Context: an optimization exercise on an open-source flow, tuned for small area, a short achievable clock period and few clock cycles. The choices shown serve that exercise and are no tape-out recipe. RTL that was checked went through simulation tests only; none was proved equivalent to the original. The RTL of run 2 was laid out without a check of its function. Power is estimated from default activity; no workload was simulated.

$ cat design/flow/design.v
module Mips_Processor (
    input             clk,
    input             rst,
    output     [15:0] mem_addr,
    output            mem_wr,
    output     [15:0] mem_wdata,
    input      [15:0] mem_rdata,
    output reg        wb_we,
    output reg [3:0]  wb_rd,
    output reg [15:0] wb_data
);
    localparam OP_ADD  = 4'd0,  OP_ADDM = 4'd1,  OP_SUB = 4'd2,  OP_ADDI = 4'd3;
    localparam OP_MUL  = 4'd4,  OP_AND  = 4'd5,  OP_SHL = 4'd6,  OP_LW   = 4'd7;
    localparam OP_LWI  = 4'd8,  OP_SW   = 4'd9,  OP_SWI = 4'd10, OP_CLR  = 4'd11;
    localparam OP_LI   = 4'd12, OP_CMP  = 4'd13, OP_BNE = 4'd14, OP_J    = 4'd15;
    function writes_reg(input [3:0] op);
        writes_reg = (op == OP_ADD) || (op == OP_ADDM) || (op == OP_SUB) || (op == OP_ADDI) ||
                     (op == OP_AND) || (op == OP_SHL) || (op == OP_LW) || (op == OP_LWI) ||
                     (op == OP_CLR) || (op == OP_LI);
    endfunction
    function uses_ba(input [3:0] op);
        uses_ba = (op == OP_ADDM) || (op == OP_LW) || (op == OP_LWI) || (op == OP_SW) || (op == OP_SWI);
    endfunction
    function is_load(input [3:0] op);
        is_load = (op == OP_ADDM) || (op == OP_LW) || (op == OP_LWI);
    endfunction
    function b_is_reg(input [3:0] op);
        b_is_reg = (op == OP_ADD) || (op == OP_SUB) || (op == OP_MUL) || (op == OP_AND) || (op == OP_CMP);
    endfunction
    function real_rd(input [3:0] r);
        real_rd = (r != 4'd0) && (r != 4'd9) && (r != 4'd12) && (r != 4'd13);
    endfunction
    function is_hilo(input [3:0] r);
        is_hilo = (r == 4'd12) || (r == 4'd13);
    endfunction
    function [20:0] ks20(input [19:0] a, input [19:0] b, input cin);
        reg [19:0] g, p, gg, pp;
        integer i, d;
        begin
            g = a & b;
            p = a ^ b;
            gg = g;
            pp = p;
            gg[0] = g[0] | (p[0] & cin);
            for (d = 1; d < 20; d = d * 2)
                for (i = 19; i >= d; i = i - 1) begin
                    gg[i] = gg[i] | (pp[i] & gg[i - d]);
                    pp[i] = pp[i] & pp[i - d];
                end
            ks20 = {gg[19], p ^ {gg[18:0], cin}};
        end
    endfunction
    reg  [15:0] pc, tgt;
    reg         tsel;
    reg         d_valid;
    reg  [15:0] d_ir;
    reg         d_ba, d_rd1, d_rd2, d_isbne, d_hl;
    reg         e_valid;
    reg  [3:0]  e_rd;
    reg  [15:0] e_v1, e_v2, e_imm;
    reg         e_fm1, e_fw1, e_fm2, e_fw2;
    reg         e_fv1, e_fv2;    
    reg         e_fwd;           
    reg         e_ldr;           
    reg         e_sub, e_breg, e_s_and, e_s_shl, e_s_imm, e_cmp, e_mul, e_bne;
    reg         e_mem, e_sw, e_two, e_ld, e_addm, e_wr;
    reg         m_valid, m_port, m_wr, m_ph1, m_swi;
    reg         m_asel, a_t, a_p;
    reg         m_two, m_ld, m_addm, m_wrr;
    reg  [3:0]  m_rd;
    reg  [15:0] m_res, m_s;
    reg  [3:0]  sr;              
    reg  [15:0] hi, lo, mcand;
    reg  [17:0] mcand3;          
    reg  [2:0]  mcnt;
    reg  [15:0] x1, x2, x3, x4, x5, x6, x7, x8, x10, x11, x14, x15;
    reg         rst_q;           
    wire freeze = m_ph1;        
    wire [15:0] fa   = tsel ? tgt : pc;
    assign mem_addr  = ({16{m_asel}} & m_res) | ({16{a_t}} & tgt) | ({16{a_p}} & pc);
    assign mem_wr    = m_wr;
    assign mem_wdata = m_s;
    wire [20:0] m_sum    = ks20({4'd0, m_addm ? m_s : 16'd0}, {4'd0, mem_rdata}, 1'b0);
    wire [15:0] m_result = (m_ld || m_addm) ? m_sum[15:0] : m_res;
    wire [15:0] f1 = ({16{e_fm1}} & m_res) | ({16{e_fw1}} & wb_data) | ({16{e_fv1}} & e_v1);
    wire [15:0] f2 = ({16{e_fm2}} & m_res) | ({16{e_fw2}} & wb_data) | ({16{e_fv2}} & e_v2);
    wire [15:0] e_b   = e_breg ? f2 : e_imm;
    wire [20:0] e_ks  = ks20({4'd0, f1}, {4'd0, e_sub ? ~e_b : e_b}, e_sub);
    wire [16:0] e_sum = {e_ks[16], e_ks[15:0]};
    wire        e_eq  = (f1 == f2);
    wire [15:0] e_shl = (e_imm[7:4] != 4'd0) ? 16'd0 : (f1 << e_imm[3:0]);
    wire [3:0]  e_sr  = {e_eq, e_sum[15], e_sum[16], (f1[15] != f2[15]) && (e_sum[15] != f1[15])};
    wire [15:0] e_res = e_s_and ? (f1 & f2) :
                        e_s_shl ? e_shl :
                        e_s_imm ? e_imm :
                        e_cmp   ? {e_sr, 12'd0} : e_sum[15:0];
    wire e_cmpv = e_valid && e_cmp;
    wire [20:0] mcand3_n = ks20({4'd0, f1}, {3'd0, f1, 1'b0}, 1'b0);
    wire e_mulv = e_valid && e_mul;
    wire [3:0]  d_op  = d_ir[15:12];
    wire [3:0]  d_r1  = d_ba ? 4'd10 : d_ir[11:8];
    wire [3:0]  d_r2  = d_ba ? d_ir[11:8] : d_ir[7:4];
    wire [15:0] d_sx  = {{8{d_ir[7]}}, d_ir[7:0]};
    wire [15:0] d_sx2 = {d_sx[14:0], 1'b0};
    reg  [15:0] d_imm;
    always @* begin
        case (d_op)
            OP_ADDM, OP_LW, OP_LI: d_imm = d_sx2;
            OP_CLR:                d_imm = 16'd0;
            default:               d_imm = d_sx;
        endcase
    end
    wire [3:0]  d_dest = (d_op == OP_CMP) ? 4'd9 : d_ir[11:8];
    wire        d_fwd  = (writes_reg(d_op) && !is_load(d_op) && real_rd(d_ir[11:8])) || (d_op == OP_CMP);
    function [15:0] rf_rd(input [3:0] r);
        case (r)
            4'd1:    rf_rd = x1;
            4'd2:    rf_rd = x2;
            4'd3:    rf_rd = x3;
            4'd4:    rf_rd = x4;
            4'd5:    rf_rd = x5;
            4'd6:    rf_rd = x6;
            4'd7:    rf_rd = x7;
            4'd8:    rf_rd = x8;
            4'd9:    rf_rd = {sr, 12'd0};
            4'd10:   rf_rd = x10;
            4'd11:   rf_rd = x11;
            4'd12:   rf_rd = hi;
            4'd13:   rf_rd = lo;
            4'd14:   rf_rd = x14;
            4'd15:   rf_rd = x15;
            default: rf_rd = 16'd0;
        endcase
    endfunction
    wire        wb_real = wb_we && real_rd(wb_rd);
    wire [15:0] d_ra    = (wb_real && wb_rd == d_r1) ? wb_data : rf_rd(d_r1);
    wire [15:0] d_rb    = (wb_real && wb_rd == d_r2) ? wb_data : rf_rd(d_r2);
    wire m_wreal  = m_valid && m_wrr && real_rd(m_rd);
    wire load_use = e_valid && e_ldr && ((d_rd1 && d_r1 == e_rd) || (d_rd2 && d_r2 == e_rd));
    wire mul_busy = e_mulv || (mcnt != 3'd0);
    wire hilo_use = mul_busy && d_hl;
    wire stall_d  = load_use || hilo_use;
    wire fm1_n = e_valid && e_fwd && (e_rd == d_r1);
    wire fm2_n = e_valid && e_fwd && (e_rd == d_r2);
    wire fw1_n = m_wreal && (m_rd == d_r1);
    wire fw2_n = m_wreal && (m_rd == d_r2);
    wire d_adv    = d_valid && !freeze && !stall_d;
    wire d_bne    = d_valid && d_isbne;
    wire mis_e    = e_valid && e_bne && sr[3] && !freeze;
    wire mis_d    = d_bne && !e_cmpv && sr[3] && !freeze && !mis_e;
    wire [15:0] pcp2   = fa + 16'd2;
    wire [3:0]  f_op   = mem_rdata[15:12];
    wire [20:0] f_ks   = ks20({12'd0, pcp2[8:1]}, {12'd0, mem_rdata[7:0]}, 1'b0);
    wire [9:0]  f_lo   = {f_ks[8:0], pcp2[0]};
    wire [6:0]  f_hi0  = pcp2[15:9];
    wire [6:0]  f_hip  = pcp2[15:9] + 7'd1;
    wire [6:0]  f_him  = pcp2[15:9] - 7'd1;
    wire [6:0]  f_hic  = mem_rdata[7] ? f_hi0 : f_hip;     
    wire [6:0]  f_hin  = mem_rdata[7] ? f_him : f_hi0;     
    wire [6:0]  f_hi   = ({7{f_lo[9]}} & f_hic) | ({7{!f_lo[9]}} & f_hin);
    wire [15:0] f_btgt = {f_hi, f_lo[8:0]};
    wire        take   = !m_port && (!d_valid || d_adv) && !mis_d && !mis_e;
    wire        tsel_n = !mis_e && !mis_d && (take ? (f_op == OP_BNE) : tsel);
    wire        masel_n = freeze || (e_valid && e_mem);
    wire        f_ba   = uses_ba(f_op);
    wire        f_rd1  = (f_op != OP_LI) && (f_op != OP_CLR) && (f_op != OP_BNE) && (f_op != OP_J);
    wire        f_rd2  = b_is_reg(f_op) || (f_op == OP_ADDM) || (f_op == OP_SW) || (f_op == OP_SWI);
    wire        f_hl   = (f_rd1 && !f_ba && is_hilo(mem_rdata[11:8])) ||
                         (f_rd2 && is_hilo(f_ba ? mem_rdata[11:8] : mem_rdata[7:4]));
    function [17:0] mpick(input [1:0] dgt);
        mpick = ({18{dgt == 2'd1}} & {2'b00, mcand}) |
                ({18{dgt == 2'd2}} & {1'b0, mcand, 1'b0}) |
                ({18{dgt == 2'd3}} & mcand3);
    endfunction
    wire [19:0] mul_x = {4'd0, hi};
    wire [19:0] mul_y = {2'd0, mpick(lo[1:0])};
    wire [19:0] mul_z = {mpick(lo[3:2]), 2'd0};
    wire [19:0] mul_s = mul_x ^ mul_y ^ mul_z;
    wire [19:0] mul_c = (mul_x & mul_y) | (mul_x & mul_z) | (mul_y & mul_z);
    wire [20:0] mul_k = ks20(mul_s, {mul_c[18:0], 1'b0}, 1'b0);
    wire [19:0] mul_p = mul_k[19:0];
    always @(posedge clk) begin
        rst_q <= rst;
        if (rst_q || (wb_we && wb_rd == 4'd1))  x1  <= rst_q ? 16'd0 : wb_data;
        if (rst_q || (wb_we && wb_rd == 4'd2))  x2  <= rst_q ? 16'd0 : wb_data;
        if (rst_q || (wb_we && wb_rd == 4'd3))  x3  <= rst_q ? 16'd0 : wb_data;
        if (rst_q || (wb_we && wb_rd == 4'd4))  x4  <= rst_q ? 16'd0 : wb_data;
        if (rst_q || (wb_we && wb_rd == 4'd5))  x5  <= rst_q ? 16'd0 : wb_data;
        if (rst_q || (wb_we && wb_rd == 4'd6))  x6  <= rst_q ? 16'd0 : wb_data;
        if (rst_q || (wb_we && wb_rd == 4'd7))  x7  <= rst_q ? 16'd0 : wb_data;
        if (rst_q || (wb_we && wb_rd == 4'd8))  x8  <= rst_q ? 16'd0 : wb_data;
        if (rst_q || (wb_we && wb_rd == 4'd10)) x10 <= rst_q ? 16'd0 : wb_data;
        if (rst_q || (wb_we && wb_rd == 4'd11)) x11 <= rst_q ? 16'd0 : wb_data;
        if (rst_q || (wb_we && wb_rd == 4'd14)) x14 <= rst_q ? 16'd0 : wb_data;
        if (rst_q || (wb_we && wb_rd == 4'd15)) x15 <= rst_q ? 16'd0 : wb_data;
        if (rst) begin
            pc <= 16'd0;
            tsel <= 1'b0;
            d_valid <= 1'b0;
            e_valid <= 1'b0;
            m_valid <= 1'b0;
            m_port <= 1'b0;
            m_asel <= 1'b0;
            a_t <= 1'b0;
            a_p <= 1'b1;
            m_wr <= 1'b0;
            m_ph1 <= 1'b0;
            wb_we <= 1'b0;
            sr <= 4'd0;
            hi <= 16'd0;
            lo <= 16'd0;
            mcnt <= 3'd0;
        end else begin
            wb_we   <= m_valid && m_wrr && !freeze;
            wb_rd   <= m_rd;
            wb_data <= m_result;
            if (e_mulv && !freeze) begin
                hi    <= 16'd0;
                lo    <= f2;
                mcand <= f1;
                mcand3 <= mcand3_n[17:0];
                mcnt  <= 3'd4;
            end else if (mcnt != 3'd0) begin
                {hi, lo} <= {mul_p, lo[15:4]};
                mcnt <= mcnt - 3'd1;
            end
            if (freeze) begin
                m_ph1   <= 1'b0;
                m_res   <= mem_rdata;
                m_wr    <= m_swi;
                e_v1    <= f1;
                e_v2    <= f2;
                e_fm1   <= 1'b0;
                e_fm2   <= 1'b0;
                e_fw1   <= 1'b0;
                e_fw2   <= 1'b0;
                e_fv1   <= 1'b1;
                e_fv2   <= 1'b1;
            end else begin
                m_valid <= e_valid;
                m_rd    <= e_rd;
                m_res   <= e_res;
                m_s     <= f2;
                m_port  <= e_valid && e_mem;
                m_wr    <= e_valid && e_sw;
                m_ph1   <= e_valid && e_two;
                m_two   <= e_two;
                m_swi   <= e_two && !e_wr;
                m_ld    <= e_ld;
                m_addm  <= e_addm;
                m_wrr   <= e_wr;
                if (e_cmpv)
                    sr <= e_sr;
                e_valid <= d_adv && !mis_e && (!d_bne || e_cmpv);
                e_rd    <= d_dest;
                e_fwd   <= d_fwd;
                e_ldr   <= is_load(d_op) && real_rd(d_ir[11:8]);
                e_v1    <= d_bne ? pc : d_ra;    
                e_v2    <= d_rb;
                e_imm   <= d_imm;
                e_fm1   <= fm1_n;
                e_fm2   <= fm2_n;
                e_fw1   <= !fm1_n && fw1_n;
                e_fw2   <= !fm2_n && fw2_n;
                e_fv1   <= !fm1_n && !fw1_n;
                e_fv2   <= !fm2_n && !fw2_n;
                e_sub   <= (d_op == OP_SUB) || (d_op == OP_CMP);
                e_breg  <= b_is_reg(d_op);
                e_s_and <= (d_op == OP_AND);
                e_s_shl <= (d_op == OP_SHL);
                e_s_imm <= (d_op == OP_CLR) || (d_op == OP_LI);
                e_cmp   <= (d_op == OP_CMP);
                e_mul   <= (d_op == OP_MUL);
                e_bne   <= (d_op == OP_BNE);
                e_mem   <= d_ba;
                e_sw    <= (d_op == OP_SW);
                e_two   <= (d_op == OP_LWI) || (d_op == OP_SWI);
                e_ld    <= (d_op == OP_LW) || (d_op == OP_LWI);
                e_addm  <= (d_op == OP_ADDM);
                e_wr    <= writes_reg(d_op);
            end
            m_asel <= masel_n;
            a_t    <= !masel_n && tsel_n;
            a_p    <= !masel_n && !tsel_n;
            if (mis_e) begin
                pc <= e_v1;
                tsel <= 1'b0;
                d_valid <= 1'b0;
            end else if (mis_d) begin
                tsel <= 1'b0;
                d_valid <= 1'b0;
            end else if (take) begin
                if (f_op == OP_J) begin
                    pc <= {pcp2[15:13], mem_rdata[11:0], 1'b0};
                    tsel <= 1'b0;
                    d_valid <= 1'b0;
                end else begin
                    pc <= pcp2;
                    tsel <= (f_op == OP_BNE);
                    if (f_op == OP_BNE)
                        tgt <= f_btgt;
                    d_valid <= 1'b1;
                    d_ir <= mem_rdata;
                    d_ba <= f_ba;
                    d_rd1 <= f_rd1;
                    d_rd2 <= f_rd2;
                    d_isbne <= (f_op == OP_BNE);
                    d_hl <= f_hl;
                end
            end else if (d_adv) begin
                d_valid <= 1'b0;
            end
        end
    end
endmodule
$ cat design/flow/flow/run.sh
#!/bin/bash
# Standard layout with extra make settings: a tighter timing-repair target,
# and the settings listed on the make line below.
set -euo pipefail
bash standard.sh 'SETUP_SLACK_MARGIN=7' 'BUFFER_PORTS_ARGS=-buffer_cell sky130_fd_sc_hd__buf_4' finish > flow_make.log 2>&1
$ cat design/flow/standard.sh
#!/bin/bash
# synth_recipe.tcl (not shown) runs the flow's synth.tcl, then flattens the netlist and writes it again
# the make line also repeats each setting of config.mk as NAME=value (left out here)
make -C /OpenROAD-flow-scripts/flow DESIGN_CONFIG=/design/flow/config.mk WORK_HOME=/design/flow/orfs CLKGATE_MAP_FILE= SYNTH_SCRIPT=/design/flow/synth_recipe.tcl "${@:-finish}"
$ cat design/flow/config.mk
export PLATFORM = sky130hd
export DESIGN_NAME = Mips_Processor
export DESIGN_NICKNAME = Mips_Processor
export VERILOG_FILES = /design/flow/design.v
export SDC_FILE = /design/flow/constraint.sdc
export NUM_CORES = 4
export LEC_CHECK = 0
export ABC_AREA = 1
export CAP_MARGIN = 20
export CORE_MARGIN = 2
export CORE_UTILIZATION = 40
export PLACE_DENSITY = 0.6
export SLEW_MARGIN = 20
$ cat design/flow/constraint.sdc
create_clock -name core_clock -period 11.0 [get_ports {clk}]
set_input_delay 2.2000 -clock core_clock [delete_from_list [all_inputs] [get_ports {clk}]]
set_output_delay 2.2000 -clock core_clock [all_outputs]
set_load 0.01 [all_outputs]
==> impl_metrics.tcl, run 1 <==
set metrics [dict create \
    ff2ff_path_depth 9 \
    drtPass1Iterations 7 \
    globalplace.congestion 0.996 \
    dieArea_um2 69700 \
    endpoint_kind "flop" \
    synth.top_cell.area_share_pct 43.2 \
    crit_chain "inv_2 > nand2_2 > nor2_1 > nand3_1 > o22ai_1 > nor4_1 > nand3_1 > a21oi_1 > o22ai_1" \
    max-cap-violations 0 \
    drc 0 \
    postPlaceCellArea_um2 28500 \
    fmax_mhz 251 \
    cpPeakStageDelay_ns 0.84 \
    clkLatencyLatePin_ns 0.64 \
    p_leak_nw 12.9 \
    largest_reg_flops 18 \
    power.switching_mw 3.25 \
    criticalPathCategory "flop to flop" \
    tightest_slew_ns 1.10 \
    cts_tree "done" \
    powerDensity_nw_per_um2 248 \
    yosysSeqAreaShare_pct 48.2 \
    antenna_left 0 \
    clk_pin_slew_ns 0.06 \
    fp.dieH_um 264 \
    rsz0062_at_grt "true" \
    hold_buffers 0 \
    multi_input_area_um2 12200 \
    holdWs_ns 0.429 \
    synth_area_um2 27000 \
    rows 95 \
    yosys_most_used_dff "edfxtp_1" \
    timing.rr.start "d_ba$_DFFE_PP_" \
    cp.depth 9 \
    grt_pass1_vias 22400 \
    drt_iter0_drc 3478 \
    fin_skew_ns 0.0420 \
    synth_common_cells "nand2_1 (648), inv_1 (422), edfxtp_1 (389)" \
    htreeDepth 2 \
    antenna_cells 0 \
    synth_cell_types 65 \
    hold_viol_final 0 \
    vias 24400 \
    cts_root_buffer "clkbuf_16" \
    design_area_um2 30700 \
    finalCritPeriodShare_pct 36.3 \
    startpoint "d_ba$_DFFE_PP_" \
    maxSlewHeadroom_pct 24.6 \
    ys_ff_latch 456 \
    final_util_pct 45.8 \
    dp_hpwl_um 74900 \
    clkPwrFrac_pct 23.3 \
    path_max_fanout 16 \
    ff2ff_setup_slack_ns 7.01 \
    synth.most_common_cell "nand2_1" \
    synth_enable_flop_cells 389 \
    p_int_mw 4.34 \
    irDropWorstVdd_mv 0.161 \
    numCtsBuffers 52 \
    via_per_inst 5.92 \
    outcome "timing/DRC/antenna clean" \
    p_sw_share_pct 42.8 \
    required_ns 11.36 \
    clockBufferDepth 3 \
    p_total_mw 7.60 \
    async_flop_share_pct 0 \
    min_period_ns 3.99 \
    synth_area_leaders "edfxtp_1 (43%), nand2_1 (9.0%), inv_1 (5.9%)" \
    core-area_um2 67000 \
    synth_top_area_cell "edfxtp_1" \
    syn_nets 3266 \
    wl_per_cell_um 25.0 \
    cp_slowest_cell "nor4_1" \
    start_util_pct 40.3 \
    path_delay_family "simple AND/OR/NAND/NOR gates" \
    regMostFlops "mcand3" \
    gr-total-overflow 0 \
    grt_pass1_wl_um 148000 \
    totalNegativeSetupSlack_ns 0 \
    cts.sinks 456 \
    r2r-end "e_v1[6]$_DFFE_PN_" \
    synthCells 3130 \
    fill_cells 6586 \
    hold_class "flop to flop" \
    grtUsageTotal_pct 28.7 \
    critPathArrivalTime_ns 4.35 \
    critPathCapture "e_v1[6]$_DFFE_PN_" \
    setup_viol 0 \
    boundaryPins 72 \
    crit_path_start_kind "flop" \
    fin_cells 4117 \
    synth.avg_cell_area_um2 8.64 \
    layout-drive-gt1-share_pct 9.86 \
    yosys_warnings 1 \
    port_buffers 71 \
    post-place-cells 3991 \
    nNetsFinal 3336 \
    syn_to_final_growth_pct 13.4 \
    seqPwrFrac_pct 35.1 \
    combPwrFrac_pct 41.6 \
    drt-total-wl_um 103000 \
    regArea_um2 13000 \
    fin_ws_ns 7.01 \
    antenna_found_initial 1 \
    crit_buf_inv 1 \
    pre_cts_ws_ns 6.41 \
    grt_max_degree 74 \
    die-width_um 264 \
    drv_slew 0 \
]
## area by class of cell
class	instances	share of cell area, %
multi-input combinational	2122	39.8
clock inverter	24	0.930
inverter	438	5.40
timing repair buffer	129	3.19
timing repair inverter	1	0.0163
tap	873	3.56
clock buffer	74	4.64
sequential	456	42.5
## worst reg2reg max path, stage by stage, from the launching register on
cell,delay (ns)
edfxtp_1,0.70
inv_2,0.11
nand2_2,0.19
nor2_1,0.17
nand3_1,0.66
o22ai_1,0.22
nor4_1,0.84
nand3_1,0.31
a21oi_1,0.40
o22ai_1,0.11
## power by group through the flow
stage                     sequential [mW]  clock (mW)  combinational (mW)
final                                2.67        1.77                3.16
after global routing                 2.68        1.85                3.45
after CTS                            2.65        1.79                3.01
after detailed placement             2.69           0                2.99
after global placement               2.69           0                2.97
after floorplan                      2.49           0                2.01
## kinds of logic after synthesis
| group | Yosys count | synth area share, % |
|---|---|---|
| mux | 7 | 0.296 |
| fa+ha+maj | 118 | 5.99 |
| flops | 456 | 48.2 |
| xor+xnor | 94 | 3.17 |
| compound gates | 764 | 17.1 |
| buf+inv | 553 | 7.86 |
| simple gates | 1138 | 17.5 |
## cells in the final DEF (no fill, tap or decap), drive strengths merged, types with 6 or more instances in the layout
master and n:
a2111oi 7, a211oi 7, a21boi 10, a21o 6
a21oi 181, a221oi 63, a31oi 8, buf 129
clkbuf 74, clkinv 20, dfxtp 67, edfxtp 389
fa 19, ha 99, inv 433, nand2 653
nand3 136, nand4 30, nor2 263, nor3 23
nor4 18, o211ai 22, o21ai 267, o221ai 16
o22ai 142, o31ai 10, or2 7, xnor2 24
xor2 70
## per-layer routing
layer	up-vias	routed length, um	track usage [%]
met3	225	12500	5.98
met2	1493	42500	41.5
met4	0	4460	11.1
met1	11600	43300	42.0
met5	-	0	0
li1	11000	-	-
## how the worst min path moves through the flow
stage / startpoint / endpoint / slack (ns) / cells after the start
6_report: e_ld$_DFFE_PP_ / m_ld$_DFFE_PP_ / 0.43 / 0
5_1_grt: e_ld$_DFFE_PP_ / m_ld$_DFFE_PP_ / 0.44 / 0
4_1_cts: e_ld$_DFFE_PP_ / m_ld$_DFFE_PP_ / 0.43 / 0
3_5_place_dp: e_ld$_DFFE_PP_ / m_ld$_DFFE_PP_ / 0.42 / 0
3_3_place_gp: e_ld$_DFFE_PP_ / m_ld$_DFFE_PP_ / 0.40 / 0
2_1_floorplan: e_addm$_DFFE_PP_ / m_addm$_DFFE_PP_ / 0.40 / 0
## what timing repair did
action	4_1_cts	5_1_grt
pin swaps	0	4
buffers inserted	4	22
setup endpoints to repair	26	59
gates cloned	0	2
gates resized for setup	12	39
Testbench counts, summed over its fixed seeds: cycles 23,254.
==> run 2, diff against run 1 <==
--- a/design/flow/design.v
+++ b/design/flow/design.v
@@ -194,4 +194,27 @@
         if (rst_q || (wb_we && wb_rd == 4'd14)) x14 <= rst_q ? 16'd0 : wb_data;
         if (rst_q || (wb_we && wb_rd == 4'd15)) x15 <= rst_q ? 16'd0 : wb_data;
+        if (rst)
+            mcnt <= 3'd0;
+        else if (e_mulv && !freeze)
+            mcnt <= 3'd4;
+        else if (mcnt != 3'd0)
+            mcnt <= mcnt - 3'd1;
+        if (rst_q) begin
+            hi <= 16'd0;
+            lo <= 16'd0;
+        end else if (e_mulv && !freeze) begin
+            hi <= 16'd0;
+            lo <= f2;
+        end else if (mcnt != 3'd0) begin
+            {hi, lo} <= {mul_p, lo[15:4]};
+        end
+        if (e_mulv && !freeze) begin
+            mcand  <= f1;
+            mcand3 <= mcand3_n[17:0];
+        end
+        if (rst_q)
+            sr <= 4'd0;
+        else if (e_cmpv && !freeze)
+            sr <= e_sr;
         if (rst) begin
             pc <= 16'd0;
@@ -207,22 +230,8 @@
             m_ph1 <= 1'b0;
             wb_we <= 1'b0;
-            sr <= 4'd0;
-            hi <= 16'd0;
-            lo <= 16'd0;
-            mcnt <= 3'd0;
         end else begin
             wb_we   <= m_valid && m_wrr && !freeze;
             wb_rd   <= m_rd;
             wb_data <= m_result;
-            if (e_mulv && !freeze) begin
-                hi    <= 16'd0;
-                lo    <= f2;
-                mcand <= f1;
-                mcand3 <= mcand3_n[17:0];
-                mcnt  <= 3'd4;
-            end else if (mcnt != 3'd0) begin
-                {hi, lo} <= {mul_p, lo[15:4]};
-                mcnt <= mcnt - 3'd1;
-            end
             if (freeze) begin
                 m_ph1   <= 1'b0;
@@ -250,6 +259,4 @@
                 m_addm  <= e_addm;
                 m_wrr   <= e_wr;
-                if (e_cmpv)
-                    sr <= e_sr;
                 e_valid <= d_adv && !mis_e && (!d_bne || e_cmpv);
                 e_rd    <= d_dest;
==> impl_metrics.tcl, run 2 <==
set metrics [dict create \
    vias 24300 \
    clockBufferDepth 3 \
    tightest_slew_ns 1.08 \
    setup_viol 0 \
    syn_nets 3243 \
    finalCritPeriodShare_pct 36.5 \
    synth.top_cell.area_share_pct 43.2 \
    min_period_ns 4.02 \
    cts_root_buffer "clkbuf_16" \
    async_flop_share_pct 0 \
    fin_skew_ns 0.0735 \
    crit_path_start_kind "flop" \
    clkLatencyLatePin_ns 0.66 \
    critPathArrivalTime_ns 4.41 \
    boundaryPins 72 \
    antenna_left 0 \
    yosysSeqAreaShare_pct 48.2 \
    largest_reg_flops 18 \
    path_max_fanout 16 \
    antenna_found_initial 3 \
    final_cell_mix "nand2_1 (612), inv_1 (442), edfxtp_1 (389), o21ai_0 (228), nor2_1 (222)" \
    wl_per_cell_um 25.0 \
    globalplace.congestion 0.980 \
    yosys_warnings 1 \
    numCtsBuffers 52 \
    drtPass1Iterations 8 \
    synth_area_um2 27000 \
    rows 95 \
    p_sw_share_pct 43.0 \
    cts_tree "done" \
    final_common_cell "nand2_1" \
    nNetsFinal 3316 \
    synth_top_area_cell "edfxtp_1" \
    ys_ff_latch 456 \
    dp_hpwl_um 74900 \
    grt_pass1_wl_um 148000 \
    synth.most_common_cell "nand2_1" \
    required_ns 11.39 \
    synth_enable_flop_cells 389 \
    rsz0062_at_grt "true" \
    layout-drive-gt1-share_pct 10.3 \
    grt_pass1_vias 22300 \
    dieArea_um2 69700 \
    htreeDepth 2 \
    port_buffers 71 \
    synth.avg_cell_area_um2 8.70 \
    cts.sinks 456 \
    synth_common_cells "nand2_1 (617), inv_1 (448), edfxtp_1 (389)" \
    outcome "timing/DRC/antenna clean" \
    fp.dieH_um 264 \
    drv_slew 0 \
    p_int_mw 4.29 \
    fmax_mhz 249 \
    syn_to_final_growth_pct 13.4 \
    totalNegativeSetupSlack_ns 0 \
    hold_class "flop to flop" \
    core-area_um2 67000 \
    clkPwrFrac_pct 23.1 \
    max-cap-violations 0 \
    synth_cell_types 61 \
    combPwrFrac_pct 41.5 \
    grt_max_degree 71 \
    drt-total-wl_um 103000 \
    p_total_mw 7.53 \
    p_leak_nw 12.9 \
    synth_area_leaders "edfxtp_1 (43%), nand2_1 (8.6%), inv_1 (6.2%)" \
    gr-total-overflow 0 \
    maxSlewHeadroom_pct 27.9 \
    hold_viol_final 0 \
    criticalPathCategory "flop to flop" \
    seqPwrFrac_pct 35.4 \
    die-width_um 264 \
    irDropWorstVdd_mv 0.147 \
    power.switching_mw 3.24 \
    drc 0 \
    endpoint_kind "flop" \
    grtUsageTotal_pct 28.7 \
    synthCells 3107 \
    hold_buffers 0 \
    start_util_pct 40.3 \
    drt_iter0_drc 3526 \
    clk_pin_slew_ns 0.06 \
    via_per_inst 5.92 \
    powerDensity_nw_per_um2 245 \
    regMostFlops "mcand3" \
    yosys_most_used_dff "edfxtp_1" \
]
run 2: changes by cell type after synthesis, sizes merged, moves of 8 or more:
cell    previous run  this run
nor4              18        26
a21oi            181       167
nor2             262       246
clkbuf            91        83
inv              433       452
o221ai            16        31
nand4             30        17
nand2            653       631
a31oi              8        17
run 2: cells by family after synthesis:
group	after synthesis	share of synthesized area [%]
xor+xnor	96	3.21
compound gates	771	17.4
mux	8	0.305
buf+inv	569	8.16
simple gates	1089	16.8
flops	456	48.2
fa+ha+maj	118	5.99
run 2: repair_timing:
action                                 4_1_cts  5_1_grt
buffers inserted                             2       22
cloned                                       0        1
endpoints found under the hold margin        0        0
resized for setup                           12       51
setup endpoints to repair                   22       37
pin swaps                                    0       10
run 2: path summary, 6_finish.rpt:
kind,startpoint,end,slack (ns),depth (start not counted)
worst max-delay path,d_ba$_DFFE_PP_,e_v2[5]$_DFFE_PN_,6.98,9
worst min-delay path,e_addm$_DFFE_PP_,m_addm$_DFFE_PP_,0.43,0
worst max register to register,d_ba$_DFFE_PP_,e_v2[5]$_DFFE_PN_,6.98,9
worst min register to register,e_addm$_DFFE_PP_,m_addm$_DFFE_PP_,0.43,0
run 2: worst max-delay path, cell delays in order (launching register included):
cell and delay, ns:
edfxtp_1 0.73, o21ai_1 0.35, inv_1 0.21, nor2_1 0.17, nand2_1 0.71, o22ai_1 0.18
nor4_1 0.80, nand3_1 0.37, nand2_1 0.15, a21oi_1 0.07
run 2: layout make-up:
| type | instances | area (um2) |
|---|---|---|
| tap | 873 | 1090 |
| timing repair inverter | 1 | 5.00 |
| multi-input combinational | 2082 | 12200 |
| fill | 6555 | 36400 |
| sequential | 456 | 13000 |
| clock inverter | 24 | 260 |
| inverter | 460 | 1750 |
| antenna | 4 | 10.0 |
| clock buffer | 72 | 1420 |
| timing repair buffer | 127 | 953 |
run 2: power groups by stage:
| stage | clock network (mW) | logic (mW) | registers, mW |
|---|---|---|---|
| detailed placement | 0 | 2.96 | 2.69 |
| global route | 1.81 | 3.41 | 2.68 |
| global placement | 0 | 2.95 | 2.69 |
| finish | 1.74 | 3.13 | 2.67 |
| floorplan | 0 | 1.99 | 2.50 |
| CTS | 1.75 | 2.98 | 2.66 |
run 2: per-stage QoR:
step / setup slack [ns] / cell area, um2 / hold WS [ns] / util (%) / instances
3_5_place_dp: 6.38 / 28500 / 0.413 / 42.6 / 3974
5_1_grt: 6.76 / 30700 / 0.434 / 45.7 / 4095
2_1_floorplan: 6.82 / 27100 / 0.400 / - / 3107
3_3_place_gp: 6.40 / 28500 / 0.405 / 42.5 / 3974
4_1_cts: 7.01 / 30200 / 0.431 / 45.1 / 4072
6_report: 6.98 / 30700 / 0.428 / 45.8 / 4099
run 2: routing by layer:
layer,vias up,wire [um],global-route usage [%]
met4,6,5030,13.1
li1,11000,-,-
met5,-,91,0.693
met1,11600,42500,40.5
met2,1455,42600,41.2
met3,261,12300,7.07
==> run 3, diff against run 2 <==
--- a/design/flow/design.v
+++ b/design/flow/design.v
@@ -56,4 +56,5 @@
     reg  [15:0] d_ir;
     reg         d_ba, d_rd1, d_rd2, d_isbne, d_hl;
+    reg  [3:0]  d_r1, d_r2;
     reg         e_valid;
     reg  [3:0]  e_rd;
@@ -99,6 +100,4 @@
     wire e_mulv = e_valid && e_mul;
     wire [3:0]  d_op  = d_ir[15:12];
-    wire [3:0]  d_r1  = d_ba ? 4'd10 : d_ir[11:8];
-    wire [3:0]  d_r2  = d_ba ? d_ir[11:8] : d_ir[7:4];
     wire [15:0] d_sx  = {{8{d_ir[7]}}, d_ir[7:0]};
     wire [15:0] d_sx2 = {d_sx[14:0], 1'b0};
@@ -310,4 +309,6 @@
                     d_ir <= mem_rdata;
                     d_ba <= f_ba;
+                    d_r1 <= f_ba ? 4'd10 : mem_rdata[11:8];
+                    d_r2 <= f_ba ? mem_rdata[11:8] : mem_rdata[7:4];
                     d_rd1 <= f_rd1;
                     d_rd2 <= f_rd2;
--- a/design/flow/config.mk
+++ b/design/flow/config.mk
@@ -10,4 +10,5 @@
 export CORE_MARGIN = 2
 export CORE_UTILIZATION = 40
+export CTS_BUF_LIST = sky130_fd_sc_hd__clkbuf_8
 export PLACE_DENSITY = 0.6
 export SLEW_MARGIN = 20
==> impl_metrics.tcl, run 3 <==
set metrics [dict create \
    outcome "timing/DRC/antenna clean" \
    drv_slew 0 \
    endpoint_kind "output port" \
    largest_reg_flops 18 \
    clk_pin_slew_ns 0.07 \
    maxSlewHeadroom_pct 27.1 \
    seqPwrFrac_pct 37.2 \
    power.switching_mw 2.95 \
    hold_class "flop to flop" \
    nNetsFinal 3361 \
    hold_viol_final 0 \
    fp.dieH_um 265 \
    synth.top_cell.area_share_pct 43.6 \
    fill_cells 6567 \
    async_flop_share_pct 0 \
    p_total_mw 7.09 \
    synth_common_cells "nand2_1 (656), inv_1 (427), edfxtp_1 (397)" \
    drtPass1Iterations 6 \
    rows 95 \
    grt_pass1_vias 22500 \
    grt_pass1_wl_um 144000 \
    synth_top_area_cell "edfxtp_1" \
    cts_tree "done" \
    htreeDepth 3 \
    fin_skew_ns 0.0629 \
    gr-total-overflow 0 \
    regMostFlops "mcand3" \
    wl_met1_um 40500 \
    cts.sinks 464 \
    p_sw_share_pct 41.6 \
    p_int_mw 4.14 \
    finalCritPeriodShare_pct 35.6 \
    max-cap-violations 0 \
    final_common_cell "nand2_1" \
    clockBufferDepth 3 \
    synth.most_common_cell "nand2_1" \
    top_layer "met5" \
    clkPwrFrac_pct 24.0 \
    totalNegativeSetupSlack_ns 0 \
    layout-drive-gt1-share_pct 11.0 \
    min_period_ns 3.91 \
    routed-wl-met3_um 11300 \
    rsz0062_at_grt "true" \
    fmax_mhz 255 \
    setup_viol 0 \
    synth.avg_cell_area_um2 8.77 \
    yosys_most_used_dff "edfxtp_1" \
    synthCells 3120 \
    drc 0 \
    core-area_um2 67400 \
    pre_cts_ws_ns 6.41 \
    port_buffers 71 \
    crit_path_start_kind "flop" \
    die-width_um 265 \
    synth_area_leaders "edfxtp_1 (44%), nand2_1 (9.0%), inv_1 (5.9%)" \
    globalplace.congestion 0.976 \
    postPlaceCellArea_um2 28900 \
    yosysSeqAreaShare_pct 48.5 \
    powerDensity_nw_per_um2 229 \
    dp_hpwl_um 72000 \
    criticalPathCategory "flop to output port" \
    syn_nets 3256 \
    via_per_inst 5.83 \
    critPathArrivalTime_ns 1.71 \
    start_util_pct 40.6 \
    path_max_fanout 4 \
    design_area_um2 31000 \
    synth_cell_types 68 \
    wl_per_cell_um 23.7 \
    tightest_slew_ns 1.09 \
    final_cell_mix "nand2_1 (653), inv_1 (447), edfxtp_1 (397), nor2_1 (220), o21ai_0 (182)" \
    drt_iter0_drc 2998 \
    clkLatencyLatePin_ns 0.71 \
    ys_ff_latch 464 \
    drt-total-wl_um 98600 \
    numCtsBuffers 82 \
    dieArea_um2 70500 \
    combPwrFrac_pct 38.8 \
    boundaryPins 72 \
    grtUsageTotal_pct 27.6 \
    required_ns 8.80 \
    irDropWorstVdd_mv 0.119 \
    synth_area_um2 27400 \
    fin_ws_ns 7.09 \
    antenna_left 0 \
    vias 24300 \
    p_leak_nw 13.1 \
    grt_max_degree 83 \
    syn_to_final_growth_pct 13.2 \
    yosys_warnings 1 \
    antenna_found_initial 3 \
    dr_wl_met2_um 42800 \
    cts_root_buffer "clkbuf_8" \
    synth_enable_flop_cells 397 \
]
## run 3: worst max-delay path: stages, from the launching register on
cell and delay [ns]:
edfxtp_1 0.58, nand2_1 0.13, nand3_1 0.12, buf_4 0.17
## run 3: stage by stage
stage	hold WS (ns)	instances	util (%)
floorplan	0.400	3120	-
global placement	0.401	3981	42.8
detailed placement	0.406	3981	42.8
CTS	0.420	4132	45.4
global route	0.425	4166	45.9
finish	0.417	4166	45.9
## run 3: cells by family after synthesis
kind of cell	synth area share, %
compound gates	16.2
fa+ha+maj	5.92
flops	48.5
simple gates	17.9
mux	0.325
buf+inv	7.96
xor+xnor	3.17
## run 3: layer usage
layer  track usage, %  vias up
li1                 -    11100
met2             41.8     1358
met5                0        -
met1             38.4    11600
met4             10.0        4
met3             6.42      259
## run 3: power groups by stage
| stage | Sequential, mW | Clock (mW) | Combinational [mW] |
|---|---|---|---|
| after global routing | 2.65 | 1.80 | 3.01 |
| final | 2.64 | 1.70 | 2.75 |
| after CTS | 2.63 | 1.73 | 2.64 |
| after detailed placement | 2.66 | 0 | 2.62 |
| after floorplan | 2.50 | 0 | 1.80 |
| after global placement | 2.67 | 0 | 2.62 |
## run 3: final cells by class
cell class | count | area [um2] | area share (%)
clock buffers | 91 | 1250 | 4.05
multi-input cells | 2092 | 12100 | 39.2
inverters | 444 | 1690 | 5.44
well taps | 873 | 1090 | 3.53
clock inverters | 60 | 470 | 1.52
repair inverters | 1 | 5.00 | 0.0162
diodes | 1 | 2.50 | 0.00808
repair buffers | 140 | 1060 | 3.43
flip-flops and latches | 464 | 13300 | 42.9
## run 3: final timing paths
check	from	endpoint	slack, ns	cells past startpoint
worst max-delay path	m_res[15]$_DFFE_PN_	mem_addr[15]	7.09	3
worst min-delay path	e_addm$_DFFE_PP_	m_addm$_DFFE_PP_	0.42	0
worst max register to register	e_fv2$_SDFFCE_PP1N_	m_res[12]$_DFFE_PN_	7.14	19
worst min register to register	e_addm$_DFFE_PP_	m_addm$_DFFE_PP_	0.42	0
## run 3: repair_timing
action	CTS	global route
buffers inserted	0	32
setup endpoints to repair	20	15
hold buffers	0	0
cloned	0	1
gates resized for setup	12	20
pin swaps	0	5
Testbench counts of run 3, summed over its fixed seeds: cycles 23,254.
==> run 4, diff against run 3 <==
--- a/design/flow/config.mk
+++ b/design/flow/config.mk
@@ -10,5 +10,4 @@
 export CORE_MARGIN = 2
 export CORE_UTILIZATION = 40
-export CTS_BUF_LIST = sky130_fd_sc_hd__clkbuf_8
 export PLACE_DENSITY = 0.6
 export SLEW_MARGIN = 20
==> impl_metrics.tcl, run 4 <==
set metrics [dict create \
    grt_pass1_vias 22200 \
    setup_viol 0 \
    outcome "timing/DRC/antenna clean" \
    p_leak_nw 13.0 \
    synth_top_area_cell "edfxtp_1" \
    hold_buffers 0 \
    antenna_left 0 \
    clkLatencyLatePin_ns 0.64 \
    htreeDepth 2 \
    fp.dieH_um 265 \
    yosysSeqAreaShare_pct 48.5 \
    gr-total-overflow 0 \
    criticalPathCategory "flop to output port" \
    crit_path_start_kind "flop" \
    drv_slew 0 \
    synth_enable_flop_cells 397 \
    fin_ws_ns 7.16 \
    layout-drive-gt1-share_pct 10.2 \
    required_ns 8.80 \
    async_flop_share_pct 0 \
    port_buffers 71 \
    yosys_most_used_dff "edfxtp_1" \
    syn_nets 3256 \
    fmax_mhz 260 \
    regArea_um2 13300 \
    vias 24000 \
    cts.sinks 464 \
    maxSlewHeadroom_pct 28.7 \
    globalplace.congestion 0.976 \
    rows 95 \
    antenna_cells 0 \
    cts_tree "done" \
    rsz0062_at_grt "true" \
    die-width_um 265 \
    fin_skew_ns 0.0450 \
    drtPass1Iterations 6 \
    dp_hpwl_um 72000 \
    finalCritPeriodShare_pct 34.9 \
    dieArea_um2 70500 \
    synth.top_cell.area_share_pct 43.6 \
    max-cap-violations 0 \
    regMostFlops "mcand3" \
    synth.avg_cell_area_um2 8.77 \
    final_common_cell "nand2_1" \
    synthCells 3120 \
    numCtsBuffers 52 \
    synth_common_cells "nand2_1 (656), inv_1 (427), edfxtp_1 (397)" \
    clk_pin_slew_ns 0.06 \
    grt_pass1_wl_um 143000 \
    tightest_slew_ns 1.07 \
    path_max_fanout 4 \
    cts_root_buffer "clkbuf_16" \
    largest_reg_flops 18 \
    hold_class "flop to flop" \
    powerDensity_nw_per_um2 233 \
    grt_max_degree 83 \
    hold_viol_final 0 \
    ys_ff_latch 464 \
    fill_cells 6541 \
    multi_input_area_um2 12100 \
    start_util_pct 40.6 \
    synth_area_leaders "edfxtp_1 (44%), nand2_1 (9.0%), inv_1 (5.9%)" \
    min_period_ns 3.84 \
    final_cell_mix "nand2_1 (653), inv_1 (422), edfxtp_1 (397), nor2_1 (218), o21ai_0 (182)" \
    wl_per_cell_um 23.9 \
    via_per_inst 5.84 \
    yosys_warnings 1 \
    drt-total-wl_um 97900 \
    irDropWorstVdd_mv 0.162 \
    clockBufferDepth 3 \
    core-area_um2 67400 \
    synth_area_um2 27400 \
    synth_cell_types 68 \
    grtUsageTotal_pct 27.2 \
    antenna_found_initial 2 \
    critPathArrivalTime_ns 1.64 \
    synth.most_common_cell "nand2_1" \
    pre_cts_ws_ns 6.41 \
    drt_iter0_drc 3019 \
    endpoint_kind "output port" \
    boundaryPins 72 \
    totalNegativeSetupSlack_ns 0 \
    drc 0 \
    syn_to_final_growth_pct 13.2 \
    nNetsFinal 3326 \
]
-- run 4: cell types whose count changed in the layout (fill, tap and decap cells not counted), moves of 3 or more --
cell and change:
clkbuf_1 +10, clkbuf_8 -88, inv_1 -25, clkinv_1 -9, clkinv_4 +3, clkbuf_16 +52, buf_4 -6
-- run 4: stage by stage --
step | hold slack [ns] | instance area, um2 | power, mW | utilization [%] | instances
2_1_floorplan | 0.400 | 27400 | 4.29 | - | 3120
3_3_place_gp | 0.401 | 28900 | 5.28 | 42.8 | 3981
3_5_place_dp | 0.406 | 28900 | 5.29 | 42.8 | 3981
4_1_cts | 0.422 | 30700 | 7.12 | 45.5 | 4078
5_1_grt | 0.425 | 31000 | 7.56 | 46.0 | 4105
6_report | 0.421 | 31000 | 7.21 | 46.0 | 4105
-- run 4: kinds of logic (layout without fill, tap and decap cells) --
| group | Yosys count | count (layout) | synth area share (%) |
|---|---|---|---|
| fa+ha+maj | 118 | 118 | 5.92 |
| xor+xnor | 95 | 95 | 3.17 |
| mux | 7 | 7 | 0.325 |
| flops | 464 | 464 | 48.5 |
| simple gates | 1162 | 1162 | 17.9 |
| compound gates | 710 | 710 | 16.2 |
| buf+inv | 564 | 676 | 7.96 |
-- run 4: final timing paths --
check	startpoint	slack [ns]	end	cells past startpoint
worst max-delay path	m_res[15]$_DFFE_PN_	7.16	mem_addr[15]	3
worst min-delay path	e_addm$_DFFE_PP_	0.42	m_addm$_DFFE_PP_	0
worst max register to register	wb_data[1]$_DFFE_PN_	7.18	m_res[10]$_DFFE_PN_	19
worst min register to register	e_addm$_DFFE_PP_	0.42	m_addm$_DFFE_PP_	0
-- run 4: report_power, final --
part / internal, mW / switching [mW] / total, mW
clock network: 1.06 / 0.765 / 1.83
registers: 2.33 / 0.304 / 2.63
logic: 0.878 / 1.87 / 2.75
-- run 4: routing by layer --
metal	wire (um)	GRT usage, %	vias to the layer above
met1	40600	38.3	11400
met2	42800	41.7	1323
met3	10800	5.17	215
met5	101	0.970	-
met4	3690	9.80	4
li1	-	-	11000
-- run 4: repair_timing --
item	CTS	global route
cloned	0	1
pin swaps	0	10
endpoints found under the setup margin	5	49
resized for setup	9	26
setup buffers	1	26
-- run 4: area by class of cell --
class                           count  area share [%]
Clock buffer                       65            4.46
Clock inverter                     31            1.28
Inverter                          444            5.44
Multi-Input combinational cell   2092            39.2
Sequential cell                   464            42.8
Tap cell                          873            3.53
Timing Repair Buffer              135            3.30
Timing Repair inverter              1          0.0162
-- run 4: worst max-delay path: stages (launching register included) --
cell and delay (ns):
edfxtp_1 0.57, nand2_1 0.13, nand3_1 0.13, buf_4 0.17
==> run 5, diff against run 4 <==
--- a/design/flow/config.mk
+++ b/design/flow/config.mk
@@ -10,4 +10,6 @@
 export CORE_MARGIN = 2
 export CORE_UTILIZATION = 40
+export CTS_CLUSTER_DIAMETER = 70
+export CTS_CLUSTER_SIZE = 24
 export PLACE_DENSITY = 0.6
 export SLEW_MARGIN = 20
==> impl_metrics.tcl, run 5 <==
set metrics [dict create \
    async_flop_share_pct 0 \
    setup_viol 0 \
    clockBufferDepth 3 \
    rows 95 \
    maxSlewHeadroom_pct 27.0 \
    crit_buf_inv 1 \
    dp_hpwl_um 72000 \
    port_buffers 71 \
    drtPass1Iterations 8 \
    antenna_found_initial 3 \
    synth_area_leaders "edfxtp_1 (44%), nand2_1 (9.0%), inv_1 (5.9%)" \
    drv_slew 0 \
    grt_pass1_wl_um 143000 \
    final_util_pct 45.1 \
    cpPeakStageDelay_ns 0.73 \
    fill_cells 6565 \
    endpoint_kind "output port" \
    min_period_ns 3.95 \
    cp_slowest_cell "dfxtp_1" \
    synth.most_common_cell "nand2_1" \
    critPathArrivalTime_ns 1.75 \
    syn_nets 3256 \
    powerDensity_nw_per_um2 222 \
    ys_ff_latch 464 \
    ff2ff_path_depth 18 \
    regMostFlops "mcand3" \
    cts_root_buffer "clkbuf_16" \
    criticalPathCategory "flop to output port" \
    via_per_inst 5.85 \
    vias 23800 \
    totalNegativeSetupSlack_ns 0 \
    clkLatencyLatePin_ns 0.61 \
    start_util_pct 40.6 \
    irDropWorstVdd_mv 0.130 \
    tightest_slew_ns 1.07 \
    drt_iter0_drc 3181 \
    hold_buffers 0 \
    final_common_cell "nand2_1" \
    ff2ff_setup_slack_ns 7.11 \
    hold_viol_final 0 \
    hold_class "flop to flop" \
    startpoint "a_t$_SDFF_PP0_" \
    min_from "e_addm$_DFFE_PP_" \
    synth_cell_types 68 \
    die-width_um 265 \
    layout-drive-gt1-share_pct 9.78 \
    synth_top_area_cell "edfxtp_1" \
    outcome "timing/DRC/antenna clean" \
    path_max_fanout 16 \
    yosys_most_used_dff "edfxtp_1" \
    fin_skew_ns 0.0489 \
    timing.rr.start "e_fm1$_SDFFCE_PP0N_" \
    htreeDepth 2 \
    core-area_um2 67400 \
    cts.sinks 464 \
    fin_ws_ns 7.05 \
    drc 0 \
    yosys_warnings 1 \
    grt_max_degree 83 \
    globalplace.congestion 0.976 \
    nNetsFinal 3311 \
    wl_per_cell_um 24.0 \
    syn_to_final_growth_pct 11.2 \
    fmax_mhz 253 \
    yosysSeqAreaShare_pct 48.5 \
    synth.avg_cell_area_um2 8.77 \
    drt-total-wl_um 97800 \
    grtUsageTotal_pct 27.2 \
    gr-total-overflow 0 \
    synthCells 3120 \
    numCtsBuffers 35 \
    boundaryPins 72 \
    cp.depth 3 \
    antenna_left 0 \
    crit_chain "nand2_1 > nand3_1 > buf_4" \
    max-cap-violations 0 \
    synth.top_cell.area_share_pct 43.6 \
    cts_tree "done" \
    dieArea_um2 70500 \
    crit_path_start_kind "flop" \
    finalCritPeriodShare_pct 35.9 \
    synth_enable_flop_cells 397 \
    path_delay_family "flip-flops" \
    grt_pass1_vias 22100 \
    synth_area_um2 27400 \
    required_ns 8.80 \
    rsz0062_at_grt "false" \
    final_cell_mix "nand2_1 (652), inv_1 (422), edfxtp_1 (397), nor2_1 (218), o21ai_0 (181)" \
    min_path_cells 0 \
    clk_pin_slew_ns 0.08 \
    p_leak_nw 12.7 \
    largest_reg_flops 18 \
    synth_common_cells "nand2_1 (656), inv_1 (427), edfxtp_1 (397)" \
    fp.dieH_um 265 \
    pre_cts_ws_ns 6.41 \
]
run 5: cell families after synthesis:
kind of cell               after synthesis  share of synthesized area [%]
DFF                                    464                           48.5
buffers and inverters                  564                           7.96
xor gates and xnor gates                95                           3.17
AOI/OAI and AO/OA                      710                           16.2
and+or+nand+nor                       1162                           17.9
muxes                                    7                          0.325
adders and majority gates              118                           5.92
run 5: stage by stage:
step	hold WS, ns	instances	total power [mW]	instance area, um2
final	0.408	4075	6.76	30400
after CTS	0.413	4048	6.66	30100
after floorplan	0.400	3120	4.29	27400
after global routing	0.417	4074	7.10	30400
after global placement	0.401	3981	5.28	28900
after detailed placement	0.406	3981	5.29	28900
run 5: layout make-up:
cell class                      instances  area (um2)  area share [%]
Sequential cell                       464       13300            43.6
Inverter                              444        1690            5.55
Antenna cell                            1        2.50         0.00823
Clock inverter                         26         308            1.01
Timing Repair Buffer                  137        1040            3.41
Tap cell                              873        1090            3.59
Timing Repair inverter                  1        5.00          0.0165
Clock buffer                           37         883            2.90
Multi-Input combinational cell       2092       12100            39.9
run 5: power breakdown:
group / switching (mW) / internal [mW] / leakage [nW]
logic: 1.87 / 0.880 / 7.64
registers: 0.305 / 2.33 / 4.48
clock network: 0.743 / 0.634 / 0.570
total: 2.92 / 3.84 / 12.7
run 5: layer usage:
layer,vias to the layer above,share of wire (%),track usage [%]
met5,-,0.020,0
met4,4,3.9,9.80
met3,223,11,5.03
met2,1330,44,41.5
met1,11300,42,38.6
li1,11000,-,-
run 5: path summary, 6_finish.rpt:
kind	end
max	mem_addr[15]
min	m_addm$_DFFE_PP_
max reg2reg	m_res[12]$_DFFE_PN_
min reg2reg	m_addm$_DFFE_PP_
run 5: timing repair:
item | 4_1_cts | 5_1_grt
pin swaps | 0 | 12
setup buffers | 4 | 25
resized for setup | 9 | 29
cloned | 0 | 1
setup endpoints to repair | 6 | 74
==> run 6, diff against run 5 <==
--- a/design/flow/config.mk
+++ b/design/flow/config.mk
@@ -10,6 +10,6 @@
 export CORE_MARGIN = 2
 export CORE_UTILIZATION = 40
-export CTS_CLUSTER_DIAMETER = 70
-export CTS_CLUSTER_SIZE = 24
+export CTS_CLUSTER_DIAMETER = 80
+export CTS_CLUSTER_SIZE = 30
 export PLACE_DENSITY = 0.6
 export SLEW_MARGIN = 20
==> impl_metrics.tcl, run 6 <==
set metrics [dict create \
    outcome "timing/DRC/antenna clean" \
    fin_skew_ns 0.0940 \
    r2r-end "m_res[12]$_DFFE_PN_" \
    wl_per_cell_um 23.9 \
    die-width_um 265 \
    boundaryPins 72 \
    nNetsFinal 3311 \
    syn_nets 3256 \
    endpoint_kind "output port" \
    grt_pass1_wl_um 142000 \
    synth.avg_cell_area_um2 8.77 \
    crit_buf_inv 2 \
    synth_area_leaders "edfxtp_1 (44%), nand2_1 (9.0%), inv_1 (5.9%)" \
    pre_cts_ws_ns 6.41 \
    path_max_fanout 4 \
    rows 95 \
    cts_root_buffer "clkbuf_16" \
    clockBufferDepth 3 \
    core-area_um2 67400 \
    gr-total-overflow 0 \
    crit_chain "buf_4 > nand2_1 > nand3_1 > buf_4" \
    ff2ff_path_depth 18 \
    fmax_mhz 252 \
    max-cap-violations 0 \
    final_cell_mix "nand2_1 (653), inv_1 (422), edfxtp_1 (397), nor2_1 (218), o21ai_0 (183)" \
    holdWs_ns 0.431 \
    synth_area_um2 27400 \
    grt_max_degree 83 \
    setup_viol 0 \
    path_delay_family "flip-flops" \
    regMostFlops "mcand3" \
    drv_slew 0 \
    via_per_inst 5.83 \
    syn_to_final_growth_pct 11.0 \
    crit_top_cell "buf_4" \
    ff2ff_setup_slack_ns 7.14 \
    synth_enable_flop_cells 397 \
    drtPass1Iterations 5 \
    cts_tree "done" \
    synth_cell_types 68 \
    timing.rr.start "e_fm1$_SDFFCE_PP0N_" \
    async_flop_share_pct 0 \
    final_common_cell "nand2_1" \
    synth_common_cells "nand2_1 (656), inv_1 (427), edfxtp_1 (397)" \
    synth.most_common_cell "nand2_1" \
    yosys_most_used_dff "edfxtp_1" \
    p_leak_nw 12.7 \
    port_buffers 71 \
    finalCritPeriodShare_pct 36.1 \
    ys_ff_latch 464 \
    powerDensity_nw_per_um2 220 \
    maxSlewHeadroom_pct 28.2 \
    hold_buffers 0 \
    vias 23700 \
    layout-drive-gt1-share_pct 9.67 \
    synth_top_area_cell "edfxtp_1" \
    antenna_found_initial 4 \
    cts.sinks 464 \
    crit_path_start_kind "flop" \
    globalplace.congestion 0.976 \
    cp.depth 4 \
    cpPeakStageDelay_ns 0.55 \
    fp.dieH_um 265 \
    synthCells 3120 \
    criticalPathCategory "flop to output port" \
    cp_slowest_cell "edfxtp_1" \
    drc 0 \
    required_ns 8.80 \
    hold_viol_final 0 \
    synth.top_cell.area_share_pct 43.6 \
    startpoint "m_res[0]$_DFFE_PN_" \
    critPathCapture "mem_addr[0]" \
    start_util_pct 40.6 \
    yosysSeqAreaShare_pct 48.5 \
    yosys_warnings 1 \
    clkLatencyLatePin_ns 0.68 \
    hold_class "flop to flop" \
    antenna_cells 0 \
    drt-total-wl_um 97400 \
    clk_pin_slew_ns 0.10 \
    drt_iter0_drc 2935 \
    rsz0062_at_grt "true" \
    totalNegativeSetupSlack_ns 0 \
    dieArea_um2 70500 \
    irDropWorstVdd_mv 0.183 \
    grtUsageTotal_pct 27.0 \
    dp_hpwl_um 72000 \
    antenna_left 0 \
    grt_pass1_vias 21900 \
    numCtsBuffers 28 \
    tightest_slew_ns 1.07 \
    fin_ws_ns 7.03 \
    critPathArrivalTime_ns 1.77 \
    htreeDepth 1 \
    min_period_ns 3.97 \
    largest_reg_flops 18 \
]
run 6: final cells by class:
cell class	count	area, um2
Fill cell	6579	37000
Timing Repair Buffer	144	1100
Inverter	444	1690
Timing Repair inverter	1	5.00
Tap cell	873	1090
Sequential cell	464	13300
Multi-Input combinational cell	2092	12100
Clock buffer	28	701
Clock inverter	24	392
run 6: kinds of logic after synthesis:
group                      synth area share [%]
DFF                                        48.5
adders and majority gates                  5.92
xor gates and xnor gates                   3.17
and+or+nand+nor                            17.9
buffers and inverters                      7.96
AOI/OAI and AO/OA                          16.2
muxes                                     0.325
run 6: routing by layer:
layer / share of wire, % / global-route usage (%) / wire [um]
met1: 41 / 38.2 / 40300
met2: 44 / 41.6 / 42700
met3: 11 / 5.36 / 10900
met4: 3.5 / 8.66 / 3420
met5: 0.035 / 0 / 34
run 6: through the flow:
| step | instances | power [mW] | util [%] | instance area, um2 |
|---|---|---|---|---|
| 2_1_floorplan | 3120 | 4.29 | - | 27400 |
| 3_3_place_gp | 3981 | 5.28 | 42.8 | 28900 |
| 3_5_place_dp | 3981 | 5.29 | 42.8 | 28900 |
| 4_1_cts | 4034 | 6.58 | 44.5 | 30000 |
| 5_1_grt | 4070 | 7.02 | 45.0 | 30400 |
| 6_report | 4070 | 6.67 | 45.0 | 30400 |
run 6: where the power goes:
part           switching, mW  internal [mW]
Sequential             0.301           2.33
Clock                  0.738          0.555
Combinational           1.87          0.882
run 6: repair_timing:
item / 4_1_cts / 5_1_grt
cloned: 0 / 1
gates resized for setup: 12 / 21
endpoints found under the setup margin: 16 / 26
pin swaps: 0 / 8
buffers inserted: 1 / 35
endpoints found under the hold margin: 0 / 0
run 6: how the worst min path moves through the flow:
stage | start | endpoint | cells past startpoint | slack (ns)
after detailed placement | e_addm$_DFFE_PP_ | m_addm$_DFFE_PP_ | 0 | 0.41
after floorplan | d_ba$_DFFE_PP_ | e_mem$_DFFE_PP_ | 0 | 0.40
after CTS | e_ld$_DFFE_PP_ | m_ld$_DFFE_PP_ | 0 | 0.43
after global placement | e_addm$_DFFE_PP_ | m_addm$_DFFE_PP_ | 0 | 0.40
final | e_ld$_DFFE_PP_ | m_ld$_DFFE_PP_ | 0 | 0.43
after global routing | d_ba$_DFFE_PP_ | e_mem$_DFFE_PP_ | 0 | 0.44
==> run 7, diff against run 6 <==
==> design/flow/flow/run.sh (replaced) <==
#!/bin/bash
# Standard layout with extra make settings: a tighter timing-repair target,
# and the settings listed on the make line below.
set -euo pipefail
bash standard.sh 'SETUP_SLACK_MARGIN=7.15' 'BUFFER_PORTS_ARGS=-buffer_cell sky130_fd_sc_hd__buf_4' finish > flow_make.log 2>&1
==> impl_metrics.tcl, run 7 <==
set metrics [dict create \
    largest_reg_flops 18 \
    cts.sinks 464 \
    port_buffers 71 \
    antenna_found_initial 4 \
    syn_to_final_growth_pct 12.5 \
    async_flop_share_pct 0 \
    hold_buffers 0 \
    grt_pass1_vias 21900 \
    antenna_left 0 \
    regArea_um2 13300 \
    seqPwrFrac_pct 38.8 \
    htreeDepth 1 \
    dp_hpwl_um 72100 \
    setup_viol 0 \
    synthCells 3120 \
    layout-drive-gt1-share_pct 11.2 \
    min_period_ns 3.84 \
    synth_area_leaders "edfxtp_1 (44%), nand2_1 (9.0%), inv_1 (5.9%)" \
    cp.depth 3 \
    die-width_um 265 \
    outcome "timing/DRC/antenna clean" \
    grtUsageTotal_pct 26.9 \
    wl_per_cell_um 23.7 \
    ff2ff_path_depth 8 \
    drt-total-wl_um 97100 \
    cts_root_buffer "clkbuf_16" \
    endpoint_kind "output port" \
    drc 0 \
    synth.most_common_cell "nand2_1" \
    gr-total-overflow 0 \
    crit_chain "nand2_1 > nand3_1 > buf_4" \
    regMostFlops "mcand3" \
    boundaryPins 72 \
    clkLatencyLatePin_ns 0.69 \
    synth_area_um2 27400 \
    yosys_most_used_dff "edfxtp_1" \
    grt_max_degree 82 \
    drtPass1Iterations 7 \
    synth.top_cell.area_share_pct 43.6 \
    rows 95 \
    ys_ff_latch 464 \
    clk_pin_slew_ns 0.11 \
    path_max_fanout 2 \
    fill_cells 6557 \
    finalCritPeriodShare_pct 34.9 \
    synth_cell_types 68 \
    pre_cts_ws_ns 6.39 \
    critPathArrivalTime_ns 1.64 \
    grt_pass1_wl_um 142000 \
    fin_ws_ns 7.16 \
    final_common_cell "nand2_1" \
    final_cell_mix "nand2_1 (648), inv_1 (420), edfxtp_1 (397), nor2_1 (220), o21ai_0 (180)" \
    synth.avg_cell_area_um2 8.77 \
    post-place-cells 3980 \
    irDropWorstVdd_mv 0.157 \
    drt_iter0_drc 3432 \
    rsz0062_at_grt "true" \
    totalNegativeSetupSlack_ns 0 \
    core-area_um2 67400 \
    globalplace.congestion 0.973 \
    cpPeakStageDelay_ns 0.53 \
    powerDensity_nw_per_um2 219 \
    criticalPathCategory "flop to output port" \
    power.switching_mw 2.96 \
    clockBufferDepth 3 \
    synth_enable_flop_cells 397 \
    p_total_mw 6.74 \
    syn_nets 3256 \
    crit_buf_inv 1 \
    synth_top_area_cell "edfxtp_1" \
    dieArea_um2 70500 \
    fmax_mhz 260 \
    p_leak_nw 12.8 \
    max-cap-violations 0 \
    combPwrFrac_pct 42.1 \
    cts_tree "done" \
    numCtsBuffers 28 \
    fp.dieH_um 265 \
    nNetsFinal 3334 \
    hold_viol_final 0 \
    drv_slew 0 \
    fin_cells 4094 \
    maxSlewHeadroom_pct 25.1 \
    final_util_pct 45.6 \
    yosysSeqAreaShare_pct 48.5 \
    clkPwrFrac_pct 19.1 \
    tightest_slew_ns 1.12 \
    cp_slowest_cell "edfxtp_1" \
    hold_class "flop to flop" \
    vias 24100 \
    p_int_mw 3.78 \
    crit_path_start_kind "flop" \
    min_path_cells 0 \
    path_delay_family "flip-flops" \
    required_ns 8.80 \
    multi_input_area_um2 12300 \
    yosys_warnings 1 \
    p_sw_share_pct 43.9 \
    synth_common_cells "nand2_1 (656), inv_1 (427), edfxtp_1 (397)" \
    fin_skew_ns 0.0969 \
    start_util_pct 40.6 \
    via_per_inst 5.89 \
]
## run 7: cell counts after synthesis
No cell type changed its count.
## run 7: power groups by stage
| stage | Clock, mW | Combinational, mW | Sequential, mW |
|---|---|---|---|
| 6_report | 1.29 | 2.84 | 2.61 |
| 5_1_grt | 1.36 | 3.09 | 2.63 |
| 3_5_place_dp | 0 | 2.64 | 2.66 |
| 3_3_place_gp | 0 | 2.63 | 2.66 |
| 4_1_cts | 1.30 | 2.70 | 2.61 |
| 2_1_floorplan | 0 | 1.80 | 2.50 |
## run 7: final timing paths
| path | start | end | slack, ns |
|---|---|---|---|
| worst max register to register | m_ph1$_SDFF_PN0_ | tgt[0]$_DFFE_PP_ | 7.25 |
| worst min-delay path | e_ld$_DFFE_PP_ | m_ld$_DFFE_PP_ | 0.43 |
| worst min register to register | e_ld$_DFFE_PP_ | m_ld$_DFFE_PP_ | 0.43 |
| worst max-delay path | m_res[14]$_DFFE_PN_ | mem_addr[14] | 7.16 |
## run 7: cells by family after synthesis
kind of cell | after synthesis | synth area share, %
and+or+nand+nor | 1162 | 17.9
AOI/OAI and AO/OA | 710 | 16.2
DFF | 464 | 48.5
buffers and inverters | 564 | 7.96
muxes | 7 | 0.325
xor gates and xnor gates | 95 | 3.17
adders and majority gates | 118 | 5.92
## run 7: stage by stage
stage	hold WS, ns	instance area [um2]
5_1_grt	0.450	30800
3_3_place_gp	0.402	28900
3_5_place_dp	0.406	28900
6_report	0.429	30800
2_1_floorplan	0.400	27500
4_1_cts	0.430	30300
## run 7: routing by layer
metal | routed length [um] | global-route usage [%] | vias up
met5 | 33 | 0 | -
met4 | 3360 | 8.73 | 4
met3 | 9940 | 4.02 | 186
met2 | 43000 | 41.2 | 1366
met1 | 40800 | 38.9 | 11600
li1 | - | - | 11000
## run 7: layout make-up
type / count / area share [%]
Antenna cell: 1 / 0.00813
Timing Repair inverter: 2 / 0.0325
Clock inverter: 23 / 1.21
Inverter: 444 / 5.49
Sequential cell: 464 / 43.2
Multi-Input combinational cell: 2092 / 40.0
Tap cell: 873 / 3.55
Clock buffer: 29 / 2.29
Timing Repair Buffer: 166 / 4.27
## run 7: worst reg2reg max path, delay by kind of cell, from the launching register on
kind          cells  cell delay [ns]
buf+inv           3             1.31
flops             1             0.33
simple gates      5             1.71
## run 7: repair_timing
| item | in CTS | in global routing |
|---|---|---|
| buffers inserted | 26 | 32 |
| pin swaps | 3 | 18 |
| cloned | 1 | 1 |
| endpoints found under the setup margin | 30 | 76 |
| endpoints found under the hold margin | 0 | 0 |
| gates resized for setup | 18 | 50 |

-- port drivers added, routing unchanged --
The flow's constraints put no driver on any port. The routed layouts listed below were extracted and timed again, unchanged, in two steps. Step 1 assumes that a clkbuf_16 drives the clock port and a buf_2 every other input. Step 2 adds t to the input delays and takes it off the output delays; t is the mean of the earliest and latest rising clock arrival at the registers after step 1. Input paths then give back, and output paths get back, about the clock's delay inside the block. Three values: no drivers, after step 1, after step 2; two values: the first two.
run	t, ns	setup WS [ns]	cell pins on the clock port's net
run 1	0.674	7.009 / 7.009 / 6.464	1
run 2	0.686	6.980 / 6.980 / 6.498	1
run 3	0.748	7.085 / 7.019 / 6.419	1
run 4	0.683	7.159 / 7.096 / 6.513	1
run 5	0.652	7.053 / 6.988 / 6.527	1
run 6	0.696	7.034 / 6.968 / 6.489	1
run 7	0.709	7.160 / 7.093 / 6.592	1
After both steps setup and hold are still met in every run listed. The setup slack of run 3, which loses most, moves by -0.066 ns with the drivers and by -0.666 ns with both steps.
